This is an optimization exercise on Yosys and OpenROAD, whose aim is a short achievable clock period and few clock cycles, not a production implementation.
At most, simulation tests tie the RTL to the original design; equivalence was not proved.
Power is estimated from default activity; no workload was simulated.

==> build 36: inputs <==
// cpu
module cpu(clk,reset,imem_addr,imem_rdata,dmem_addr,dmem_wdata,dmem_we,dmem_rdata,r1,r2,r3,r4,r5,r10);
export LEC_CHECK = 0
export ABC_CLOCK_PERIOD_IN_PS = 3000
export CAP_MARGIN = 20
export CORE_MARGIN = 2
export CORE_UTILIZATION = 35
export PLACE_DENSITY = 0.55
export SETUP_SLACK_MARGIN = 5
export SLEW_MARGIN = 20
export TNS_END_PERCENT = 100
create_clock -name core_clock -period 13.0 [get_ports {clk}]
standard.sh (not shown) runs the stock make flow with config.mk's settings and CLKGATE_MAP_FILE= SYNTH_SCRIPT=/design/flow/synth_recipe.tcl, a recipe that flattens the netlist after the stock synthesis.
==> flow/flow/run.sh <==
#!/bin/bash
set -euo pipefail
MARGIN=${MARGIN:-8.7}
bash standard.sh SETUP_SLACK_MARGIN=$MARGIN finish > flow_make.log 2>&1
==> build 87: changes against build 36 <==
==> flow/design.v (replaced) <==
`timescale 1ns / 1ps
module cpu(clk,reset,imem_addr,imem_rdata,dmem_addr,dmem_wdata,dmem_we,dmem_rdata,r1,r2,r3,r4,r5,r10);
input clk,reset;
output [31:0] imem_addr;
input  [31:0] imem_rdata;
output [31:0] dmem_addr,dmem_wdata;
output dmem_we;
input  [31:0] dmem_rdata;
output [31:0] r1,r2,r3,r4,r5,r10;
reg  [31:1] pc_f;                
reg  [31:0] ir_d;                
reg  [31:1] pc_d;
reg         pt_d;                
reg         v_d;
reg  [31:0] opa_e, opb_e, sd_e;  
reg         fal_e, fam_e;        
reg         fbl_e, fbm_e;        
reg         fsl_e, fsm_e;        
reg  [1:0]  op_e;                
reg  [4:0]  rd_e;
reg         wr_e, ld_e, st_e;
reg         br_e, pt_e;          
reg  [31:1] alt_e;               
reg  [31:0] res_m, sd_m;
reg  [4:0]  rd_m;
reg         wr_m, ld_m, st_m;
reg  [31:0] rf [1:31];
assign imem_addr  = {pc_f, 1'b0};
assign dmem_addr  = res_m;
assign dmem_wdata = sd_m;
assign dmem_we    = st_m;
assign r1 = rf[1];
assign r2 = rf[2];
assign r3 = rf[3];
assign r4 = rf[4];
assign r5 = rf[5];
assign r10 = rf[10];
wire [31:0] wb_data = ld_m ? dmem_rdata : res_m;
integer i;
always @(posedge clk or posedge reset)
    if (reset) begin
        for (i = 1; i < 32; i = i + 1) rf[i] <= i;
    end else if (wr_m) begin
        rf[rd_m] <= wb_data;
    end
wire [31:0] a_e = fal_e ? dmem_rdata : fam_e ? res_m : opa_e;
wire [31:0] b_e = fbl_e ? dmem_rdata : fbm_e ? res_m : opb_e;
wire [31:0] s_e = fsl_e ? dmem_rdata : fsm_e ? res_m : sd_e;
reg  [31:0] alu_e;
always @(*)
    case (op_e)
        2'd0: alu_e = a_e + b_e;
        2'd1: alu_e = a_e - b_e;
        2'd2: alu_e = a_e & b_e;
        default: alu_e = a_e | b_e;
    endcase
wire eq_e  = (a_e == b_e);
wire mis_e = br_e && (eq_e != pt_e);
always @(posedge clk or posedge reset)
    if (reset) begin
        wr_m <= 1'b0;
        ld_m <= 1'b0;
        st_m <= 1'b0;
    end else begin
        wr_m <= wr_e;
        ld_m <= ld_e;
        st_m <= st_e;
    end
always @(posedge clk) begin
    res_m <= alu_e;
    sd_m  <= s_e;
    rd_m  <= rd_e;
end
wire [6:0] opc = ir_d[6:0];
wire is_lw  = (opc == 7'b0000011);
wire is_sw  = (opc == 7'b0100011);
wire is_beq = (opc == 7'b1100011);
wire is_alu = ~(is_lw | is_sw | is_beq);
wire [4:0] rs1 = ir_d[19:15];
wire [4:0] rs2 = ir_d[24:20];
wire [4:0] rd  = ir_d[11:7];
wire [3:0] funct = {ir_d[30], ir_d[14:12]};
wire [1:0] aluop = ~is_alu ? 2'd0 :
                   (funct == 4'b1000) ? 2'd1 :
                   (funct == 4'b0111) ? 2'd2 :
                   (funct == 4'b0110) ? 2'd3 : 2'd0;
wire [31:0] imm_i = {{20{ir_d[31]}}, ir_d[31:20]};
wire [31:0] imm_s = {{20{ir_d[31]}}, ir_d[31:25], ir_d[11:7]};
wire [31:1] off_d = {{19{ir_d[31]}}, ir_d[31], ir_d[7], ir_d[30:25], ir_d[11:8]};
wire [31:0] rf1 = (rs1 == 5'd0) ? 32'd0 : rf[rs1];
wire [31:0] rf2 = (rs2 == 5'd0) ? 32'd0 : rf[rs2];
wire e1 = wr_e && (rd_e == rs1);
wire e2 = wr_e && (rd_e == rs2);
wire m1 = wr_m && (rd_m == rs1);
wire m2 = wr_m && (rd_m == rs2);
wire imm_b = is_lw || is_sw;
wire [31:0] va = m1 ? wb_data : rf1;
wire [31:0] vb = m2 ? wb_data : rf2;
wire go = v_d && !mis_e;
wire [31:1] tgt_d = pc_d + off_d;
wire [31:1] seq_d = pc_d + 31'd2;
always @(posedge clk or posedge reset)
    if (reset) begin
        wr_e <= 1'b0;
        ld_e <= 1'b0;
        st_e <= 1'b0;
        br_e <= 1'b0;
    end else begin
        wr_e <= go && !is_sw && !is_beq && (rd != 5'd0);
        ld_e <= go && is_lw;
        st_e <= go && is_sw;
        br_e <= go && is_beq;
    end
always @(posedge clk) begin
    opa_e <= va;
    opb_e <= is_lw ? imm_i : is_sw ? imm_s : vb;
    sd_e  <= vb;
    fal_e <= e1 && ld_e;
    fam_e <= e1 && !ld_e;
    fbl_e <= e2 && ld_e && !imm_b;
    fbm_e <= e2 && !ld_e && !imm_b;
    fsl_e <= e2 && ld_e;
    fsm_e <= e2 && !ld_e;
    op_e  <= aluop;
    rd_e  <= rd;
    pt_e  <= pt_d;
    alt_e <= pt_d ? seq_d : tgt_d;
end
wire [31:0] fi = imem_rdata;
wire        f_beq = (fi[6:0] == 7'b1100011);
wire        f_pt  = f_beq && ((fi[19:15] == fi[24:20]) || fi[31]);
wire [11:0] f_off = {fi[31], fi[7], fi[30:25], fi[11:8]};
wire [12:0] f_lo  = {1'b0, pc_f[12:1]} + {1'b0, f_off};
wire [31:13] f_hi  = pc_f[31:13];
wire [31:13] f_hip = pc_f[31:13] + 19'd1;
wire [31:13] f_him = pc_f[31:13] - 19'd1;
wire [31:13] f_th  = (f_lo[12] == f_off[11]) ? f_hi : f_lo[12] ? f_hip : f_him;
wire [31:1]  f_tgt = {f_th, f_lo[11:0]};
wire [31:1]  f_seq = pc_f + 31'd2;
always @(posedge clk or posedge reset)
    if (reset) begin
        pc_f <= 31'd0;
        v_d  <= 1'b0;
    end else begin
        pc_f <= mis_e ? alt_e : f_pt ? f_tgt : f_seq;
        v_d  <= !mis_e;
    end
always @(posedge clk) begin
    ir_d <= imem_rdata;
    pc_d <= pc_f;
    pt_d <= f_pt;
end
endmodule
==> flow/flow/run.sh (replaced) <==
#!/bin/bash
set -euo pipefail
MARGIN=${MARGIN:-8.8}
bash standard.sh SETUP_SLACK_MARGIN=$MARGIN finish > flow_make.log 2>&1
CORE_UTILIZATION = 40   (was 35)
PLACE_DENSITY = 0.6   (was 0.55)
TNS_END_PERCENT = 10   (was 100)
==> trial 90: changes against build 36 <==
==> flow/run.sh (new file) <==
#!/bin/bash
# synth_recipe.tcl (not shown) runs the flow's synth.tcl, then flattens the netlist and writes it again
# the make line also repeats each setting of config.mk as NAME=value (left out here)
make -C /OpenROAD-flow-scripts/flow DESIGN_CONFIG=/design/flow/config.mk WORK_HOME=/design/flow/orfs CLKGATE_MAP_FILE= SYNTH_SCRIPT=/design/flow/synth_recipe.tcl finish
TNS_END_PERCENT = default   (was 100)
removed: flow/flow/run.sh
removed: flow/standard.sh
==> comparison table <==
quantity	trial 90	build 87	build 36
Wire length per cell	37.9 um	33.9 um	39.5 um
Share of total power in the clock network	15.9%	24.1%	14.1%
Die area	0.252 mm2	0.168 mm2	0.252 mm2
Share of the final layout cell area in multi-input gates	42.7%	42.3%	40.2%
Cell Pwr Density	341 mW/mm2	230 mW/mm2	341 mW/mm2
Final-layout clock-cell area share	6.23%	6.29%	5.52%
Post-synthesis mux area share	4.71%	2.71%	4.71%
CP max stage delay	790 ps	340 ps	920 ps
Routed WL	482000 um	337000 um	534000 um
Core Rows	182	148	182
Routed wire length on met2	197000 um	134000 um	212000 um
Sequential cell power	0.0107 W	0.00743 W	0.0103 W
Layout inverter count without the clock tree	174	121	175
Status	complete, no violations	complete, no violations	complete, no violations
Nets	9623	7856	10377
Setup repair after global routing missed its margin	false	true	true
Testbench counts of build 36, summed over its fixed seeds: cycles 13,963.
Testbench counts of build 87, summed over its fixed seeds: cycles 13,523.
Testbench counts of trial 90, summed over its fixed seeds: cycles 13,963.

==> inputs of job 4218 <==
Another version of the RTL of cpu (not shown whole).
==> flow/config.mk <==
export PLATFORM = sky130hd
export DESIGN_NAME = cpu
export DESIGN_NICKNAME = cpu
export VERILOG_FILES = /design/flow/design.v
export SDC_FILE = /design/flow/constraint.sdc
export NUM_CORES = 4
export LEC_CHECK = 0
export ABC_CLOCK_PERIOD_IN_PS = 2000
export CAP_MARGIN = 20
export CORE_MARGIN = 2
export CORE_UTILIZATION = 40
export PLACE_DENSITY = 0.6
export SETUP_SLACK_MARGIN = 5
export SLEW_MARGIN = 20
export SYNTH_HIERARCHICAL = 1
export TNS_END_PERCENT = 100
==> flow/constraint.sdc <==
create_clock -name core_clock -period 13.0 [get_ports {clk}]
set_input_delay 2.6000 -clock core_clock [delete_from_list [all_inputs] [get_ports {clk}]]
set_output_delay 2.6000 -clock core_clock [all_outputs]
set_load 0.01 [all_outputs]
==> flow/flow/run.sh <==
#!/bin/bash
set -euo pipefail
MARGIN=${MARGIN:-8.9}
bash standard.sh SETUP_SLACK_MARGIN=$MARGIN finish > flow_make.log 2>&1
==> inputs of job 678, as changes to job 4218 <==
==> flow/design.v, changed modules only <==
module cpu(clk,reset,imem_addr,imem_rdata,dmem_addr,dmem_wdata,dmem_we,dmem_rdata,r1,r2,r3,r4,r5,r10);
input clk,reset;
output [31:0] imem_addr;
input  [31:0] imem_rdata;
output [31:0] dmem_addr,dmem_wdata;
output dmem_we;
input  [31:0] dmem_rdata;
output [31:0] r1,r2,r3,r4,r5,r10;
reg  [31:1] pc_f;                
reg  [31:0] ir_d;                
reg  [31:1] pc_d;
reg         pt_d;                
reg  [31:1] sa_d, sb_d;          
reg         v_d;
reg  [31:0] opa_e, opb_e, sd_e;  
reg         fam_e, fbm_e;        
reg         fal_e, fbl_e;        
reg         fsl_e, fsm_e;        
reg  [1:0]  op_e;                
reg  [4:0]  rd_e;
reg         wr_e, ld_e, st_e;
reg         br_e, pt_e;          
reg  [31:1] alt_e;               
reg         mis_q;               
reg  [31:1] alt_q;
reg  [31:0] res_m, sd_m;
reg  [4:0]  rd_m;
reg         wr_m, ld_m, st_m;
reg  [31:0] rf [1:31];
assign imem_addr  = {pc_f, 1'b0};
assign dmem_addr  = res_m;
assign dmem_wdata = sd_m;
assign dmem_we    = st_m;
assign r1 = rf[1];
assign r2 = rf[2];
assign r3 = rf[3];
assign r4 = rf[4];
assign r5 = rf[5];
assign r10 = rf[10];
wire [31:0] wb_data = ld_m ? dmem_rdata : res_m;
integer i;
always @(posedge clk or posedge reset)
    if (reset) begin
        for (i = 1; i < 32; i = i + 1) rf[i] <= i;
    end else if (wr_m) begin
        rf[rd_m] <= wb_data;
    end
wire [31:0] a_e = fam_e ? res_m : opa_e;
wire [31:0] b_e = fbm_e ? res_m : opb_e;
wire [31:0] s_e = fsl_e ? dmem_rdata : fsm_e ? res_m : sd_e;
wire [31:0] la_e = fal_e ? dmem_rdata : a_e;
wire [31:0] lb_e = fbl_e ? dmem_rdata : b_e;
wire eq_e  = (la_e == lb_e);
wire        sub_e = (op_e == 2'd1);
wire [31:0] sum_e;
add32 u_add32(.a(a_e), .b(b_e ^ {32{sub_e}}), .cin(sub_e), .s(sum_e));
wire [31:0] logic_e = op_e[0] ? (la_e | lb_e) : (la_e & lb_e);
wire [31:0] alu_e = op_e[1] ? logic_e : sum_e;
wire mis_e = br_e && !mis_q && (eq_e != pt_e);
reg ex_zero;
always @(*)
    case (op_e)
        2'd0: ex_zero = ((opa_e ^ opb_e) == {(opa_e[30:0] | opb_e[30:0]), 1'b0});
        2'd1: ex_zero = (opa_e == opb_e);
        2'd2: ex_zero = ((opa_e & opb_e) == 32'd0);
        default: ex_zero = ((opa_e | opb_e) == 32'd0);
    endcase
always @(posedge clk or posedge reset)
    if (reset) begin
        wr_m <= 1'b0;
        ld_m <= 1'b0;
        st_m <= 1'b0;
    end else begin
        wr_m <= wr_e && !mis_q;
        ld_m <= ld_e && !mis_q;
        st_m <= st_e && !mis_q;
    end
always @(posedge clk or posedge reset)
    if (reset) mis_q <= 1'b0;
    else       mis_q <= mis_e && !mis_q;
always @(posedge clk) begin
    res_m <= alu_e;
    sd_m  <= s_e;
    rd_m  <= rd_e;
    alt_q <= alt_e;
end
wire [6:0] opc = ir_d[6:0];
wire is_lw  = (opc == 7'b0000011);
wire is_sw  = (opc == 7'b0100011);
wire is_beq = (opc == 7'b1100011);
wire is_alu = ~(is_lw | is_sw | is_beq);
wire [4:0] rs1 = ir_d[19:15];
wire [4:0] rs2 = ir_d[24:20];
wire [4:0] rd  = ir_d[11:7];
wire [3:0] funct = {ir_d[30], ir_d[14:12]};
wire [1:0] aluop = ~is_alu ? 2'd0 :
                   (funct == 4'b1000) ? 2'd1 :
                   (funct == 4'b0111) ? 2'd2 :
                   (funct == 4'b0110) ? 2'd3 : 2'd0;
wire [31:0] imm_i = {{20{ir_d[31]}}, ir_d[31:20]};
wire [31:0] imm_s = {{20{ir_d[31]}}, ir_d[31:25], ir_d[11:7]};
wire [31:1] off_d = {{19{ir_d[31]}}, ir_d[31], ir_d[7], ir_d[30:25], ir_d[11:8]};
reg  [31:0] rf1, rf2;
always @(*) begin
    rf1 = 32'd0;
    rf2 = 32'd0;
    for (i = 1; i < 32; i = i + 1) begin
        rf1 = rf1 | ({32{sa_d[i]}} & rf[i]);
        rf2 = rf2 | ({32{sb_d[i]}} & rf[i]);
    end
end
wire e1 = wr_e && (rd_e == rs1);
wire e2 = wr_e && (rd_e == rs2);
wire m1 = wr_m && (rd_m == rs1);
wire m2 = wr_m && (rd_m == rs2);
wire imm_b = is_lw || is_sw;
wire [31:0] va = m1 ? wb_data : rf1;
wire [31:0] vb = m2 ? wb_data : rf2;
wire logic_op = is_alu && aluop[1];
wire stall = v_d && ld_e && ((e1 && !is_beq && !logic_op) || (e2 && is_alu && !logic_op));
wire go = v_d && !mis_q && !stall;
wire [31:1] tgt_d = pc_d + off_d;
wire [31:1] seq_d = pc_d + 31'd2;
wire [31:1] alt_d = pt_d ? seq_d : tgt_d;
wire same  = (rs1 == rs2);
wire ml1 = m1 && ld_m;
wire ml2 = m2 && ld_m;
wire [31:0] ca = m1 ? res_m : rf1;
wire [31:0] cb = m2 ? res_m : rf2;
wire z1 = (rs1 == 5'd0);
wire z2 = (rs2 == 5'd0);
wire exok  = !ld_e && !fal_e && !fbl_e && !fam_e && !fbm_e;    
wire res_d = same || (exok && ((e1 && z2) || (e2 && z1))) || (!e1 && !e2 && ((z2 && !ml1) || (z1 && !ml2)));
wire eq_d  = same ? 1'b1 : (e1 || e2) ? ex_zero : ((z2 && ca == 32'd0) || (z1 && cb == 32'd0));
wire mis_d = go && is_beq && res_d && (eq_d != pt_d);
always @(posedge clk or posedge reset)
    if (reset) begin
        wr_e <= 1'b0;
        ld_e <= 1'b0;
        st_e <= 1'b0;
        br_e <= 1'b0;
    end else begin
        wr_e <= go && !is_sw && !is_beq && (rd != 5'd0);
        ld_e <= go && is_lw;
        st_e <= go && is_sw;
        br_e <= go && is_beq && !res_d;
    end
always @(posedge clk) begin
    opa_e <= va;
    opb_e <= is_lw ? imm_i : is_sw ? imm_s : vb;
    sd_e  <= vb;
    fam_e <= e1 && !ld_e;
    fbm_e <= e2 && !ld_e && !imm_b;
    fal_e <= e1 && ld_e;
    fbl_e <= e2 && ld_e && !imm_b;
    fsl_e <= e2 && ld_e;
    fsm_e <= e2 && !ld_e;
    op_e  <= aluop;
    rd_e  <= rd;
    pt_e  <= pt_d;
    alt_e <= alt_d;
end
wire [31:0] fi = imem_rdata;
wire        f_beq = (fi[6:0] == 7'b1100011);
wire        f_pt  = f_beq && ((fi[19:15] == fi[24:20]) || fi[31]);
wire [11:0] f_off = {fi[31], fi[7], fi[30:25], fi[11:8]};
wire [12:0] f_lo;
wire [31:13] f_hip, f_him;
add12  u_add12 (.a(pc_f[12:1]), .b(f_off), .s(f_lo));
incdec u_incdec(.x(pc_f[31:13]), .xp(f_hip), .xm(f_him));
wire [31:1]  f_seq = pc_f + 31'd2;
wire        redir = mis_q | mis_d;
wire [31:1] rpc   = mis_q ? alt_q : alt_d;
wire        take  = f_pt && !stall;
wire [31:13] keep_hi = stall ? pc_f[31:13] : f_seq[31:13];
wire [31:13] t1 = f_off[11] ? pc_f[31:13] : f_hip;    
wire [31:13] t0 = f_off[11] ? f_him : pc_f[31:13];    
wire [12:1]  keep_lo = stall ? pc_f[12:1] : f_seq[12:1];
wire [31:1]  pc_next;
pc_mux u_pc_mux(.c(f_lo[12]), .sum(f_lo[11:0]), .take(take), .keep_lo(keep_lo),
                .keep_hi(keep_hi), .t1(t1), .t0(t0), .redir(redir), .rpc(rpc), .npc(pc_next));
always @(posedge clk or posedge reset)
    if (reset) begin
        pc_f <= 31'd0;
        v_d  <= 1'b0;
    end else begin
        pc_f <= pc_next;
        if (redir)
            v_d <= 1'b0;
        else if (!stall)
            v_d <= 1'b1;
    end
integer j;
always @(posedge clk)
    if (!stall) begin
        ir_d <= imem_rdata;
        pc_d <= pc_f;
        pt_d <= f_pt;
        for (j = 1; j < 32; j = j + 1) begin
            sa_d[j] <= (fi[19:15] == j);
            sb_d[j] <= (fi[24:20] == j);
        end
    end
endmodule
module add32(a, b, cin, s);
input  [31:0] a, b;
input         cin;
output [31:0] s;
wire [31:0] g0 = (a & b) | ({31'd0, cin} & (a | b));
wire [31:0] p0 = a | b;
wire [31:0] g1 = g0 | (p0 & {g0[30:0], 1'b0});
wire [31:0] p1 = p0 & {p0[30:0], 1'b0};
wire [31:0] g2 = g1 | (p1 & {g1[29:0], 2'b0});
wire [31:0] p2 = p1 & {p1[29:0], 2'b0};
wire [31:0] g3 = g2 | (p2 & {g2[27:0], 4'b0});
wire [31:0] p3 = p2 & {p2[27:0], 4'b0};
wire [31:0] g4 = g3 | (p3 & {g3[23:0], 8'b0});
wire [31:0] p4 = p3 & {p3[23:0], 8'b0};
wire [31:0] g5 = g4 | (p4 & {g4[15:0], 16'b0});
wire [31:0] c  = {g5[30:0], cin};
assign s = a ^ b ^ c;
endmodule
module add12(a, b, s);
input  [11:0] a, b;
output [12:0] s;
wire [11:0] g0 = a & b, p0 = a | b;
wire [11:0] g1 = g0 | (p0 & {g0[10:0], 1'b0});
wire [11:0] p1 = p0 & {p0[10:0], 1'b0};
wire [11:0] g2 = g1 | (p1 & {g1[9:0], 2'b0});
wire [11:0] p2 = p1 & {p1[9:0], 2'b0};
wire [11:0] g3 = g2 | (p2 & {g2[7:0], 4'b0});
wire [11:0] p3 = p2 & {p2[7:0], 4'b0};
wire [11:0] g4 = g3 | (p3 & {g3[3:0], 8'b0});
wire [12:0] c  = {g4, 1'b0};
assign s = {c[12], (a ^ b ^ c[11:0])};
endmodule
module pc_mux(c, sum, take, keep_lo, keep_hi, t1, t0, redir, rpc, npc);
input         c, take, redir;
input  [11:0] sum, keep_lo;
input  [18:0] keep_hi, t1, t0;
input  [30:0] rpc;
output [30:0] npc;
assign npc = redir ? rpc : take ? {(c ? t1 : t0), sum} : {keep_hi, keep_lo};
endmodule
==> flow/flow/run.sh (replaced) <==
#!/bin/bash
set -euo pipefail
MARGIN=${MARGIN:-9.0}
bash standard.sh SETUP_SLACK_MARGIN=$MARGIN "BUFFER_PORTS_ARGS=-buffer_cell sky130_fd_sc_hd__buf_6" finish > flow_make.log 2>&1
ABC_CLOCK_PERIOD_IN_PS = default   (was 2000)
CAP_MARGIN = 40   (was 20)
CTS_CLUSTER_DIAMETER = 80   (was default)
CTS_CLUSTER_SIZE = 20   (was default)
SLEW_MARGIN = 60   (was 20)
==> notes <==
Against job 678, the sequential share of layout area of job 4218 is higher by 2.8 points.
Against job 678, the clock-buffer cell count of job 4218 is higher by 79.
Between job 678 and job 4218, the lower fmax is in job 678 (gap 2.0%, measured against job 4218).
Job 4218 went through all stages and came out clean. Job 678 finished with timing, DRC and antenna clean.
In job 678 the final area is higher than in job 4218, by about 9%.
Register-to-register slack: job 4218 is higher than job 678 (0.53 ns).
Final cell count: job 4218 is smaller than job 678 (about 7.5%).
Against job 678, the combinational power of job 4218 is smaller by 13%.
Between job 678 and job 4218, the lower power is in job 4218 (gap 0.35%, measured against job 4218).
Against job 4218, the synthesized area of job 678 is larger by 6.8%.
==> figures <==
Status: job 4218 complete, no violations; job 678 complete, no violations
Critical path class: job 4218 in -> reg; job 678 reg -> reg
Area Overhead vs Synth: job 4218 20.6%; job 678 23.6%
Share of cells above drive strength 1: job 4218 18.2%; job 678 22.2%
Origin of the worst setup path: job 4218 imem_rdata[8]; job 678 sa_d[20]
Fraction of power spent switching nets: job 4218 39.0%; job 678 41.8%
Clock-pin slew on the worst setup and hold paths: job 4218 0.06 ns; job 678 0.08 ns
Critical register-to-register path endpoint: job 4218 res_m[24]; job 678 pc_f[19]
Number of distinct library cells after synthesis: job 4218 94; job 678 106
Placed wire-length estimate after detailed placement: job 4218 196000 um; job 678 225000 um
Crit-path slowest cell: job 4218 sky130_fd_sc_hd__fa_2; job 678 sky130_fd_sc_hd__or4_4
Largest contributor to cell area by class: job 4218 sequential cells; job 678 multi-input gates
Largest driver fanout on the critical path: job 4218 8; job 678 11
Layout buffer count excluding clock buffers: job 4218 802; job 678 956
Nets@finish: job 4218 7674; job 678 8468
Startpoint of the worst register-to-register path: job 4218 fbm_e; job 678 sa_d[20]
Sequential cell count of the final layout: job 4218 1365; job 678 1399
Filler cell count in the final layout: job 4218 15600; job 678 16400
Final Power: job 4218 0.0178 W; job 678 0.0179 W
Testbench counts of job 678, summed over its fixed seeds: cycles 13,414.
For job 4218, only the layout was checked, not whether the RTL still works.

-- port drivers added, routing unchanged --
The flow's constraints put no driver on any port. The routed layouts listed below were extracted and timed again, unchanged, in two steps. Step 1 sets driving cells, clkbuf_16 on the clock port and buf_2 on the other inputs (assumed; they add their load-dependent delay and slew). Step 2, shift: input delay + t, output delay - t, t = (earliest + latest rising clock arrival at the registers) / 2. This alone moves slack from input paths to output paths. Three values: ideal, step 1, step 2; two values: the first two.
run | shift t [ns] | setup WS [ns] | worst slew at a driven data input, ns
build 36 | 0.989 | 6.071 / 6.071 / 6.071 | 0.06
build 87 | 0.893 | 7.266 / 7.327 / 6.433 | 0.13
trial 90 | 0.952 | 4.885 / 4.885 / 4.885 | 0.08
job 4218 | 0.897 | 8.622 / 8.663 / 7.766 | 0.06
job 678 | 0.881 | 8.534 / 8.534 / 8.176 | 0.08
After both steps setup and hold are still met in every run listed. For job 4218, which loses most, drivers alone change the setup slack by +0.041 ns; drivers and shift together by -0.856 ns.
